Context: an optimization exercise on an open-source flow, tuned for small area and a short achievable clock period. The choices shown serve that exercise and are no tape-out recipe.
At most, simulation tests tie the RTL to the original design; equivalence was not proved.

==> inputs of 04-14 <==
==> flow/design.v (excerpt) <==
module arbiter
  #(
    parameter NUM_REQ = 64
  ) (
    input clk,
    input rst,
    input [NUM_REQ-1:0] req,
    output reg [NUM_REQ-1:0] grant
  );
==> module arbiter, before the edit <==
module arbiter
  #(
    parameter NUM_REQ = 64
  ) (
    input clk,
    input rst,
    input [NUM_REQ-1:0] req,
    output reg [NUM_REQ-1:0] grant
  );
  localparam W  = $clog2(NUM_REQ);
  localparam BW = 3;                
  localparam B  = 1 << BW;          
  localparam NB = NUM_REQ / B;      
  localparam LNB = W - BW;
  reg [W-1:0] last;
  wire [W-BW-1:0] wh = last[W-1:BW];
  wire [BW-1:0]   wl = last[BW-1:0];
  reg [NB-1:0] h;           
  reg [B-1:0]  l;           
  reg [B-1:0]  le;          
  reg [NB-1:0] mt;          
  reg [NUM_REQ:0] x;        
  reg [NB-1:0] g, gm;       
  reg [NB-1:0] sg [0:LNB];  
  reg [NB-1:0] sm [0:LNB];  
  reg [NB-1:0] cb;          
  reg cw, mall;
  reg [NB-1:0] bg;
  reg [B-1:0] lg;
  reg any;
  reg [W-1:0] nxt;
  integer i, b, k, s;
  always @(*) begin
    for (b = 0; b < NB; b = b + 1) begin
      h[b]  = (wh == b);
      mt[b] = (b >= wh);
    end
    for (k = 0; k < B; k = k + 1) begin
      l[k]  = (wl == k);
      le[k] = (k <= wl);
    end
    for (b = 0; b < NB; b = b + 1) begin
      x[b*B] = 1'b0;
      for (k = 0; k < B; k = k + 1)
        x[b*B+k+1] = (x[b*B+k] | req[b*B+k]) & ~(h[b] & l[k]);
      g[b] = x[b*B+B];
      gm[b] = g[b] & mt[b];
    end
    sg[0] = g;
    sm[0] = gm;
    for (s = 0; s < LNB; s = s + 1) begin
      sg[s+1] = sg[s];
      sm[s+1] = sm[s];
      for (b = 0; b < NB; b = b + 1)
        if (b & (1 << s)) begin
          sg[s+1][b] = sg[s][b] | sg[s][(b >> s << s) - 1];
          sm[s+1][b] = sm[s][b] | sm[s][(b >> s << s) - 1];
        end
    end
    cw = sg[LNB][NB-1];
    mall = sm[LNB][NB-1];
    cb[0] = mall;
    for (b = 1; b < NB; b = b + 1)
      cb[b] = mt[b] ? sm[LNB][b-1] : (mall | sg[LNB][b-1]);
    for (b = 0; b < NB; b = b + 1)
      for (k = 0; k < B; k = k + 1)
        grant[b*B+k] = req[b*B+k] & ~x[b*B+k] & ~(h[b] ? (cw & le[k]) : cb[b]);
    for (b = 0; b < NB; b = b + 1)
      bg[b] = g[b] & ~(cb[b] & ~h[b]);
    for (k = 0; k < B; k = k + 1) begin
      lg[k] = 1'b0;
      for (b = 0; b < NB; b = b + 1)
        lg[k] = lg[k] | grant[b*B+k];
    end
    any = |lg;
    nxt = last;
    if (|bg) begin
      nxt[W-1:BW] = '0;
      for (b = 0; b < NB; b = b + 1)
        if (bg[b]) nxt[W-1:BW] = nxt[W-1:BW] | b[W-BW-1:0];
    end
    if (any) begin
      nxt[BW-1:0] = '0;
      for (k = 0; k < B; k = k + 1)
        if (lg[k]) nxt[BW-1:0] = nxt[BW-1:0] | k[BW-1:0];
    end
  end
  always @(posedge clk) begin
    if (rst) last <= '0;
    else last <= nxt;
  end
endmodule
clock: 50.0 ns
lec_check: 0
cap_margin: 20
core_margin: 2
core_utilization: 40
cts_buf_list: sky130_fd_sc_hd__clkbuf_1
slew_margin: 70
standard.sh (not shown) runs the stock make flow with config.mk's settings and CLKGATE_MAP_FILE= SYNTH_SCRIPT=/design/flow/synth_recipe.tcl, a recipe that flattens the netlist after the stock synthesis.
==> flow/flow/run.sh <==
#!/bin/bash
# Own layout flow: the standard ORFS flow, with two changes:
#  - synthesis maps the logic with an area-oriented ABC script (flow/area.abc)
#    instead of ORFS's speed/area scripts; everything else in synthesis is the
#    standard script (synth_recipe.tcl), so registers keep their names and cells;
#  - port buffers use the smallest buffer, sky130_fd_sc_hd__buf_1.
# Each step's output goes to a log file in the work folder.
set -euo pipefail
here=$(pwd)
flowdir=$here/flow
# synthesis script: synth_recipe.tcl with the abc call pointed at our script
{
  echo "proc abc {args} {"
  echo "  set i [lsearch -exact \$args -script]"
  echo "  if {\$i >= 0} { set args [lreplace \$args \$i [expr {\$i+1}] -script $flowdir/area.abc] }"
  echo "  set i [lsearch -exact \$args -D]"
  echo "  if {\$i >= 0} { set args [lreplace \$args \$i [expr {\$i+1}]] }"
  echo "  yosys abc {*}\$args"
  echo "}"
  cat "$here/synth_recipe.tcl"
} > "$here/own_synth.tcl"
sed "s#SYNTH_SCRIPT=[^ ]*#SYNTH_SCRIPT=$here/own_synth.tcl#" "$here/standard.sh" > "$here/own_standard.sh"
export BUFFER_PORTS_ARGS="-buffer_cell sky130_fd_sc_hd__buf_1"
bash "$here/own_standard.sh" synth > "$here/synth.log" 2>&1
bash "$here/own_standard.sh" floorplan > "$here/floorplan.log" 2>&1
bash "$here/own_standard.sh" place > "$here/place.log" 2>&1
bash "$here/own_standard.sh" cts > "$here/cts.log" 2>&1
bash "$here/own_standard.sh" route > "$here/route.log" 2>&1
bash "$here/own_standard.sh" finish > "$here/finish.log" 2>&1
==> flow/flow/area.abc <==
strash
&get -n
&st
&dch -f
&nf -R 1000
&put
==> inputs of 12-22, as changes to 04-14 <==
--- a/flow/design.v
+++ b/flow/design.v
@@ -68,3 +68,3 @@
     for (b = 0; b < NB; b = b + 1)
-      bg[b] = g[b] & ~(cb[b] & ~h[b]);
+      bg[b] = |grant[b*B +: B];
     for (k = 0; k < B; k = k + 1) begin
@@ -74,14 +74,8 @@
     end
-    any = |lg;
-    nxt = last;
-    if (|bg) begin
-      nxt[W-1:BW] = '0;
-      for (b = 0; b < NB; b = b + 1)
-        if (bg[b]) nxt[W-1:BW] = nxt[W-1:BW] | b[W-BW-1:0];
-    end
-    if (any) begin
-      nxt[BW-1:0] = '0;
-      for (k = 0; k < B; k = k + 1)
-        if (lg[k]) nxt[BW-1:0] = nxt[BW-1:0] | k[BW-1:0];
-    end
+    any = |req;
+    nxt = '0;
+    for (b = 0; b < NB; b = b + 1)
+      if (bg[b]) nxt[W-1:BW] = nxt[W-1:BW] | b[W-BW-1:0];
+    for (k = 0; k < B; k = k + 1)
+      if (lg[k]) nxt[BW-1:0] = nxt[BW-1:0] | k[BW-1:0];
   end
@@ -89,3 +83,3 @@
     if (rst) last <= '0;
-    else last <= nxt;
+    else if (any) last <= nxt;
   end
--- a/flow/flow/run.sh
+++ b/flow/flow/run.sh
@@ -22,2 +22,3 @@
 sed "s#SYNTH_SCRIPT=[^ ]*#SYNTH_SCRIPT=$here/own_synth.tcl#" "$here/standard.sh" > "$here/own_standard.sh"
+export SETUP_SLACK_MARGIN=26
 export BUFFER_PORTS_ARGS="-buffer_cell sky130_fd_sc_hd__buf_1"
CTS_BUF_LIST = default   (was sky130_fd_sc_hd__clkbuf_1)
SLEW_MARGIN = 20   (was 70)
==> notes.md <==
metric	12-22	04-14
Result of the run	no timing/DRC/antenna violations	no timing/DRC/antenna violations
Routed wirelength normalized by instance count	20.7 µm	18.6 µm
Simple-gate portion of the synthesized area	0.610	0.580
Setup ws final	26.00 ns	25.74 ns
Tap cell instance count	72	70
Combined area of the multi-input logic cells	2350 µm²	2190 µm²
Average cell area after synthesis	6.41 µm²	6.26 µm²
Number of rows in the core area	27	26
Number of unique standard cell types used by synthesis	32	30
Number of filler instances in the final layout	588	523
Critical path depth	16	22
GR met3 Demand/Resource	0.0364	0.0304
Maximum number of pins on one net before global-route repair	19	17
The RTL of 12-22 was laid out without a check of its function.

* * *

==> v27: inputs <==
arbiter, a different RTL version from the one above (not shown whole).
==> module arbiter, before the edit <==
module arbiter
  #(
 	parameter NUM_REQ = 64
   ) (
 	input clk,
 	input rst,
 	input [NUM_REQ-1:0] req,
 	output reg [NUM_REQ-1:0]grant
   );
  reg [$clog2(NUM_REQ)-1:0] grant_pointer;
  reg [$clog2(NUM_REQ)-1:0] grant_pointer_last;
  always @ (*) begin
  	grant_pointer = grant_pointer_last;
    	for (int i=0; i <= NUM_REQ-1; i++) begin
      	   if (req[((i + 1 + grant_pointer_last) % NUM_REQ)] == 1 &&
                  (grant_pointer == grant_pointer_last)) begin
   	          grant_pointer = (i + 1 + grant_pointer_last) % NUM_REQ;
      	   end
        	end	 
  end
  always @ (posedge clk) begin
	if (rst) begin
       	     grant_pointer_last <= 'b0;
	end
	else begin
    	     grant_pointer_last <= grant_pointer;
	end   	 
  end
  always @ (*) begin
    for (int i =0; i<= NUM_REQ-1; i++)begin
      grant[i]= 'b0;
    end
    if (|req) begin
      grant[grant_pointer] = 'b1;
    end
  end
endmodule
Settings: LEC_CHECK=0, CAP_MARGIN=20, CORE_MARGIN=2, CORE_UTILIZATION=40, SLEW_MARGIN=20; clock period 50.0 ns.
run.sh (not shown) runs the stock make flow with config.mk's settings and CLKGATE_MAP_FILE= SYNTH_SCRIPT=/design/flow/synth_recipe.tcl, a recipe that flattens the netlist after the stock synthesis.
Stock flow here: none of the scripts above is used.
==> v38: changes against v27 <==
==> flow/design.v (replaced) <==
module arbiter
  #(
    parameter NUM_REQ = 64
  ) (
    input clk,
    input rst,
    input [NUM_REQ-1:0] req,
    output reg [NUM_REQ-1:0] grant
  );
  localparam W  = $clog2(NUM_REQ);
  localparam BW = 3;                
  localparam B  = 1 << BW;          
  localparam NB = NUM_REQ / B;      
  reg [W-1:0] last;
  wire [W-1:0] st = last + 1'b1;    
  wire [W-BW-1:0] sh = st[W-1:BW];
  wire [BW-1:0]   sl = st[BW-1:0];
  reg [NUM_REQ-1:0] e;      
  reg [NUM_REQ-1:0] kin;    
  reg [NUM_REQ-1:0] sloc;   
  reg [NB-1:0] g, k;        
  reg [NB:0] c;             
  reg [NB:0] a;             
  reg any_hi;
  reg [NB-1:0] bg;
  reg [B-1:0] lg;
  reg any;
  reg [W-1:0] nxt;
  integer i, b, j;
  always @(*) begin
    for (i = 0; i < NUM_REQ; i = i + 1) begin
      e[i]   = (i[W-1:BW] == sh) && (i[BW-1:0] == sl);
      kin[i] = (i[W-1:BW] == sh) && (i[BW-1:0] >= sl);
    end
    for (b = 0; b < NB; b = b + 1) begin
      sloc[b*B] = 1'b0;
      for (j = 1; j < B; j = j + 1)
        sloc[b*B+j] = (sloc[b*B+j-1] | req[b*B+j-1]) & ~e[b*B+j];
      g[b] = (sloc[b*B+B-1] | req[b*B+B-1]);
      k[b] = kin[b*B+B-1];
    end
    a[0] = 1'b0;
    for (b = 0; b < NB; b = b + 1)
      a[b+1] = g[b] | (a[b] & ~k[b]);
    any_hi = a[NB];
    c[0] = any_hi;
    for (b = 0; b < NB; b = b + 1)
      c[b+1] = g[b] | (c[b] & ~k[b]);
    for (i = 0; i < NUM_REQ; i = i + 1)
      grant[i] = req[i] & ~sloc[i] & ~(c[i/B] & ~kin[i]);
    for (b = 0; b < NB; b = b + 1)
      bg[b] = |grant[b*B +: B];
    for (j = 0; j < B; j = j + 1) begin
      lg[j] = 1'b0;
      for (b = 0; b < NB; b = b + 1)
        lg[j] = lg[j] | grant[b*B+j];
    end
    any = |bg;
    nxt = '0;
    for (b = 0; b < NB; b = b + 1)
      if (bg[b]) nxt[W-1:BW] = nxt[W-1:BW] | b[W-BW-1:0];
    for (j = 0; j < B; j = j + 1)
      if (lg[j]) nxt[BW-1:0] = nxt[BW-1:0] | j[BW-1:0];
  end
  always @(posedge clk) begin
    if (rst) last <= '0;
    else if (any) last <= nxt;
  end
endmodule
==> flow/flow/run.sh (new file) <==
#!/bin/bash
# Own layout flow: the standard ORFS flow, with two changes:
#  - synthesis maps the logic with an area-oriented ABC script (flow/area.abc)
#    instead of ORFS's speed/area scripts; everything else in synthesis is the
#    standard script (synth_recipe.tcl), so registers keep their names and cells;
#  - port buffers use the smallest buffer, sky130_fd_sc_hd__buf_1.
# Each step's output goes to a log file in the work folder.
set -euo pipefail
here=$(pwd)
flowdir=$here/flow
# synthesis script: synth_recipe.tcl with the abc call pointed at our script
{
  echo "proc abc {args} {"
  echo "  set i [lsearch -exact \$args -script]"
  echo "  if {\$i >= 0} { set args [lreplace \$args \$i [expr {\$i+1}] -script $flowdir/area.abc] }"
  echo "  set i [lsearch -exact \$args -D]"
  echo "  if {\$i >= 0} { set args [lreplace \$args \$i [expr {\$i+1}]] }"
  echo "  yosys abc {*}\$args"
  echo "}"
  cat "$here/synth_recipe.tcl"
} > "$here/own_synth.tcl"
sed "s#SYNTH_SCRIPT=[^ ]*#SYNTH_SCRIPT=$here/own_synth.tcl#" "$here/standard.sh" > "$here/own_standard.sh"
export BUFFER_PORTS_ARGS="-buffer_cell sky130_fd_sc_hd__buf_1"
bash "$here/own_standard.sh" synth > "$here/synth.log" 2>&1
bash "$here/own_standard.sh" floorplan > "$here/floorplan.log" 2>&1
bash "$here/own_standard.sh" place > "$here/place.log" 2>&1
bash "$here/own_standard.sh" cts > "$here/cts.log" 2>&1
bash "$here/own_standard.sh" route > "$here/route.log" 2>&1
bash "$here/own_standard.sh" finish > "$here/finish.log" 2>&1
==> flow/flow/area.abc (new file) <==
strash
dc2
&get -n
&dch -f
&nf -R 1000
&put
==> flow/standard.sh (new file) <==
#!/bin/bash
# synth_recipe.tcl (not shown) runs the flow's synth.tcl, then flattens the netlist and writes it again
# the make line also repeats each setting of config.mk as NAME=value (left out here)
make -C /OpenROAD-flow-scripts/flow DESIGN_CONFIG=/design/flow/config.mk WORK_HOME=/design/flow/orfs CLKGATE_MAP_FILE= SYNTH_SCRIPT=/design/flow/synth_recipe.tcl "${@:-finish}"
removed: flow/run.sh
==> notes.md <==
Synthesized-area fraction occupied by ao, oa, aoi and oai cells: v27 0.341; v38 0.381
Reg-to-Reg Start: v27 grant_pointer_last[3]$_SDFF_PP0_; v38 last[0]$_SDFFE_PP0P_
Top layer used by detailed routing: v27 met5; v38 met4
DPL Wire Length: v27 89,900 um; v38 8650 um
Cell depth of the worst setup path: v27 86; v38 34
Outcome: v27 complete, no violations; v38 complete, no violations
Average wire per cell in the routed design: v27 34.6 um; v38 20.9 um
Slowest-stage cell, CP: v27 sky130_fd_sc_hd__or4_1; v38 sky130_fd_sc_hd__or3_1
Wire length of the first global-routing pass: v27 159,000 um; v38 16,600 um
Number of inverters outside the clock class in the layout: v27 47; v38 11
Non-CTS buffers: v27 251; v38 130
Number of vias per cell after detailed routing: v27 7.41; v38 6.53
Reg2Reg Setup Slack: v27 20.46 ns; v38 40.32 ns
Synth Area in Adders: v27 0.0114; v38 0.0228
Post-placement setup slack: v27 0.840 ns; v38 24.07 ns
Standard-cell row count: v27 79; v38 26
Final wirelength: v27 113,000 um; v38 11,400 um
Final Wtd Congestion: v27 1.12; v38 0.960
Gate Count Post-Synth: v27 2,589; v38 340
Final worst-path cycle share: v27 0.975; v38 0.523
Proportion of cell area occupied by registers: v27 0.00631; v38 0.0426
Area post-placement: v27 20,800 sq um; v38 2780 sq um
Wire length the detailed router placed on met1: v27 44,600 um; v38 4760 um
Fmax: v27 20.5 MHz; v38 38.2 MHz
Least-Margin Pin Slew: v27 1.33 ns; v38 1.07 ns

[what the ideal ports hide]
The flow's constraints put no driver on any port. The routed layouts listed below were extracted and timed again, unchanged, in two steps.
Step 1: set_driving_cell puts a clkbuf_16 on clk and a buf_2 on each other input, an assumption about the parent block.
Step 2 adds t to the input delays and takes it off the output delays; t is the mean of the earliest and latest rising clock arrival at the registers after step 1. Input paths then give back, and output paths get back, about the clock's delay inside the block.
a / b / c = ideal / step 1 / step 2; a / b = the first two.
| run | shift t [ns] | setup WS [ns] | slew at the worst register clock pin (ns) | worst slew at a driven data input, ns |
|---|---|---|---|---|
| 04-14 | 0.266 | 25.736 / 25.713 / 25.713 | 0.11 / 0.11 | 0.04 |
| 12-22 | 0.252 | 26.001 / 25.982 / 25.982 | 0.04 / 0.04 | 0.04 |
| v27 | 0.259 | 1.228 / 1.207 / 1.207 | 0.04 / 0.04 | 0.06 |
| v38 | 0.246 | 23.852 / 23.831 / 23.831 | 0.04 / 0.04 | 0.04 |
After both steps every run listed still meets setup and hold. The setup slack of 04-14, which loses most, moves by -0.023 ns with the drivers and by -0.023 ns with both steps.
